Source: an optimization exercise on an open RTL-to-GDS flow (aim: small area, a short achievable clock period and few clock cycles). Production flows keep margins and buffers that such runs may drop.
RTL that was checked went through simulation tests only; none was proved equivalent to the original.

main:
## FPU_FSM
module FPU_FSM (
  input wire clk,
  input wire reset,
  input wire start,
  input wire       sign_bit_a,
  input wire [7:0] int_part_a,
  input wire [7:0] frac_part_a,
  input wire       sign_bit_b,
  input wire [7:0] int_part_b,
  input wire [7:0] frac_part_b,
  input wire [1:0] S,  
  output wire [31:0] result,
  output wire       sign_bit_result,
  output wire [7:0] int_part_result,
  output wire [7:0] frac_part_result,
  output reg done
);
  localparam K = 3;                    
  localparam KM = 2 * K;               
  localparam NMC = (17 + KM - 1) / KM;  
  localparam MW = NMC * KM;            
  localparam ML = 23 - MW;             
  wire [15:0] A = {int_part_a, frac_part_a};
  wire [15:0] B = {int_part_b, frac_part_b};
  wire nzA = |A;
  wire nzB = |B;
  wire sac = sign_bit_a & nzA;
  wire sbc = sign_bit_b & nzB;
  wire eff_sub = sac ^ sbc ^ S[0];
  wire [16:0] s_ab = {1'b0, A} + {1'b0, B};
  wire [16:0] d_ab = {1'b0, A} - {1'b0, B};
  wire [15:0] d_ba = B - A;
  wire a_lt_b = d_ab[16];
  wire [16:0] M = !eff_sub ? s_ab : (a_lt_b ? {1'b0, d_ba} : d_ab);
  wire add_sign = (eff_sub & a_lt_b) ? (sbc ^ S[0]) : sac;
  wire [16:0] nin = M;
  reg [16:0] nt;
  reg [4:0] nz;
  always @(*) begin
    nt = nin;
    nz[4] = (nt[16:1] == 16'd0); if (nz[4]) nt = {nt[0], 16'd0};
    nz[3] = (nt[16:9] == 8'd0);  if (nz[3]) nt = {nt[8:0], 8'd0};
    nz[2] = (nt[16:13] == 4'd0); if (nz[2]) nt = {nt[12:0], 4'd0};
    nz[1] = (nt[16:15] == 2'd0); if (nz[1]) nt = {nt[14:0], 2'd0};
    nz[0] = ~nt[16];             if (nz[0]) nt = {nt[15:0], 1'b0};
  end
  reg [15:0] at;
  reg [3:0] az;
  always @(*) begin
    at = A;
    az[3] = (at[15:8] == 8'd0);  if (az[3]) at = {at[7:0], 8'd0};
    az[2] = (at[15:12] == 4'd0); if (az[2]) at = {at[11:0], 4'd0};
    az[1] = (at[15:14] == 2'd0); if (az[1]) at = {at[13:0], 2'd0};
    az[0] = ~at[15];             if (az[0]) at = {at[14:0], 1'b0};
  end
  reg [15:0] bt;
  reg [3:0] bz;
  always @(*) begin
    bt = B;
    bz[3] = (bt[15:8] == 8'd0);  if (bz[3]) bt = {bt[7:0], 8'd0};
    bz[2] = (bt[15:12] == 4'd0); if (bz[2]) bt = {bt[11:0], 4'd0};
    bz[1] = (bt[15:14] == 2'd0); if (bz[1]) bt = {bt[13:0], 2'd0};
    bz[0] = ~bt[15];             if (bz[0]) bt = {bt[14:0], 1'b0};
  end
  ...
export LEC_CHECK = 0
export ABC_AREA = 1
export CAP_MARGIN = 20
export CORE_MARGIN = 2
export CORE_UTILIZATION = 50
export PLACE_DENSITY = 0.65
export SLEW_MARGIN = 20
create_clock -name core_clock -period 22.0 [get_ports {clk}]
standard.sh (not shown) runs the stock make flow with config.mk's settings and CLKGATE_MAP_FILE= SYNTH_SCRIPT=/design/flow/synth_recipe.tcl, a recipe that flattens the netlist after the stock synthesis.
==> flow/flow/run.sh <==
#!/bin/bash
set -euo pipefail
cd "$(dirname "$0")/.."
bash standard.sh SETUP_SLACK_MARGIN=13 "BUFFER_PORTS_ARGS=-buffer_cell sky130_fd_sc_hd__buf_2" finish > standard_flow.log 2>&1
Modified inputs, the feature branch compared to main
--- a/flow/design.v
+++ b/flow/design.v
@@ -99,23 +99,21 @@
   reg [2:0] cnt;
   reg [16:0] X;        
   reg [15:0] V;        
   reg bp;              
   reg [5:0] bud;       
   wire idle = ~(b_mul | b_div);
   wire [MW-1:0] MQ = res[22:ML];    
   wire [16:0] xs [0:K];
   wire [K-1:0] q;      
   wire [KM-1:0] mo;    
-  reg q0r;
-  wire dfirst = dm & (cnt == 3'd0);
-  assign xs[0] = (dfirst & ~q0r) ? {X[15:0], 1'b0} : X;
+  assign xs[0] = X;
   genvar g;
   generate
     for (g = 0; g < K; g = g + 1) begin : stg
       wire blo = (g == 0) ? bp : MQ[2*g-1];
       wire b0 = MQ[2*g];
       wire b1 = MQ[2*g+1];
       wire one = b0 ^ blo;
       wire two = (b1 & ~b0 & ~blo) | (~b1 & b0 & blo);
       wire [17:0] mag = one ? {2'b0, V} : two ? {1'b0, V, 1'b0} : 18'd0;
       wire inv = dm | b1;
@@ -188,69 +186,65 @@
         b_mul <= 1'b0;
         pk <= 1'b1;
         done <= 1'b1;
       end
       if (b_div && div_end) begin
         b_div <= 1'b0;
         done <= 1'b1;
       end
     end
   end
-  reg [31:0] rn;
   integer j;
-  always @(*) begin
-    rn = res;
-    if (idle && start) begin
-      if (!S[0]) begin
-        rn = {sac ^ sbc, 31'd0};
-        if (nzA && nzB) begin
-          rn[30:23] = ex ^ 8'h80;
-          rn[22:ML] = mq0;
-        end
-      end else begin
-        rn = {sac ^ sbc, ex ^ 8'h80, 23'd0};
-      end
-    end
-    if (b_mul) begin
-      if (cnt == NMC - 1) rn[22:ML] = Pn[MW-1:0];
-      else rn[22:ML] = MQn;
-    end
-    if (b_div) begin
-      if (dfirst & ~q0r) rn[30:23] = res[30:23] - 8'd1;
-      for (j = 0; j < 23; j = j + 1)
-        if (cnt == (23 - j) / K) rn[j] = qv[(23 - j) % K];
-    end
-  end
   always @(posedge clk) begin
     cnt <= cnt + 3'd1;
     if (!idle) begin
       X <= (b_mul && cnt == NMC - 1) ? {1'b0, Pn[16+MW-1:MW]} : xs[K];
       bud <= bud_next;
     end
     if (idle && start) begin
       dm <= S[0];
       V <= Bn;
       bp <= 1'b0;
-      bud <= {5'b01011, q0};    
-      q0r <= q0;
+      bud <= q0 ? 6'd23 : 6'd22;
       if (S[0]) begin
-        X <= {1'b0, An};
+        X <= q0 ? {1'b0, An} : {An, 1'b0};
         cnt <= 3'd0;
       end else begin
         X <= 17'd0;
         cnt <= NMC - mcyc;
       end
     end
-    res <= (idle && start && !S[1]) ? add_res : rn;
+    if (idle && start) begin
+      if (!S[1]) begin
+        res <= add_res;
+      end else if (!S[0]) begin
+        res <= {sac ^ sbc, 31'd0};
+        if (nzA && nzB) begin
+          res[30:23] <= ex ^ 8'h80;
+          res[22:ML] <= mq0;
+        end
+      end else begin
+        res <= {sac ^ sbc, (q0 ? ex : ex1) ^ 8'h80, 23'd0};
+      end
+    end
     if (b_mul) begin
       pcr <= pcl;
       bp <= MQ[KM-1];
+      if (cnt == NMC - 1) begin
+        res[22:ML] <= Pn[MW-1:0];
+      end else begin
+        res[22:ML] <= MQn;
+      end
+    end
+    if (b_div) begin
+      for (j = 0; j < 23; j = j + 1)
+        if (cnt == (23 - j) / K) res[j] <= qv[(23 - j) % K];
     end
   end
   assign result = pk ? {res[31], pe, pm_r} : res;
   wire [7:0] rs = pk ? pke : res[30:23];
   wire wov = pk & ovf;
   wire [25:0] W = {wov, 1'b1, wov ? 23'd0 : result[22:0], 1'b0};
   wire [7:0] u = 8'd143 - rs;
   wire [25:0] Ws = W >> u[4:0];
   wire inr = (rs >= 8'd118) && (rs <= 8'd143);
   assign {int_part_result, frac_part_result} = inr ? Ws[15:0] : 16'd0;
--- outcome ---
- Result: PASS for each of the feature branch and main
- Against main as the reference, the feature branch delivers a lower pin count of the biggest net entering global routing.
- Min global routing met1 resource utilization across the feature branch and main: the feature branch
- Summary of the comparison: global-route wire length before repair is higher in the feature branch, relative to main.
- The feature branch ends up with higher horizontal die dimension than main does.
- | smallest hold slack | the feature branch vs main | ≈ equal |
- Re fmax: the feature branch and main aren't equal, and the higher value belongs to the feature branch.
- Summary of the comparison: worst setup slack is higher in the feature branch, relative to main.
Testbench counts of the feature branch, summed over its fixed seeds: cycles 35,965.
Only the layout flow was run in main; the RTL was not checked for function there.

-- static timing again, ports no longer ideal --
No port has a modelled driver above. Below, the same layouts with a new extraction and two added sets of constraints.
Step 1 (the two cells are an assumption about what drives the block):
set clk [get_ports {clk}]
set_driving_cell -lib_cell sky130_fd_sc_hd__clkbuf_16 $clk
set_driving_cell -lib_cell sky130_fd_sc_hd__buf_2 [delete_from_list [all_inputs] $clk]
Step 2 times the ports against the registers' clock, not the clock port: input delays grow and output delays shrink by t, the midpoint of the rising clock arrivals with the driver on.
Three values: ideal, step 1, step 2; two values: the first two.
| run | t (ns) | slack for setup (ns) | cell pins on the clock port's net |
|---|---|---|---|
| main | 0.405 | 13.231 / 13.252 / 12.847 | 1 |
| the feature branch | 0.401 | 13.289 / 13.246 / 12.911 | 1 |
After both steps setup and hold are still met in every run listed. For main, which loses most, drivers alone change the setup slack by +0.021 ns; drivers and shift together by -0.384 ns.
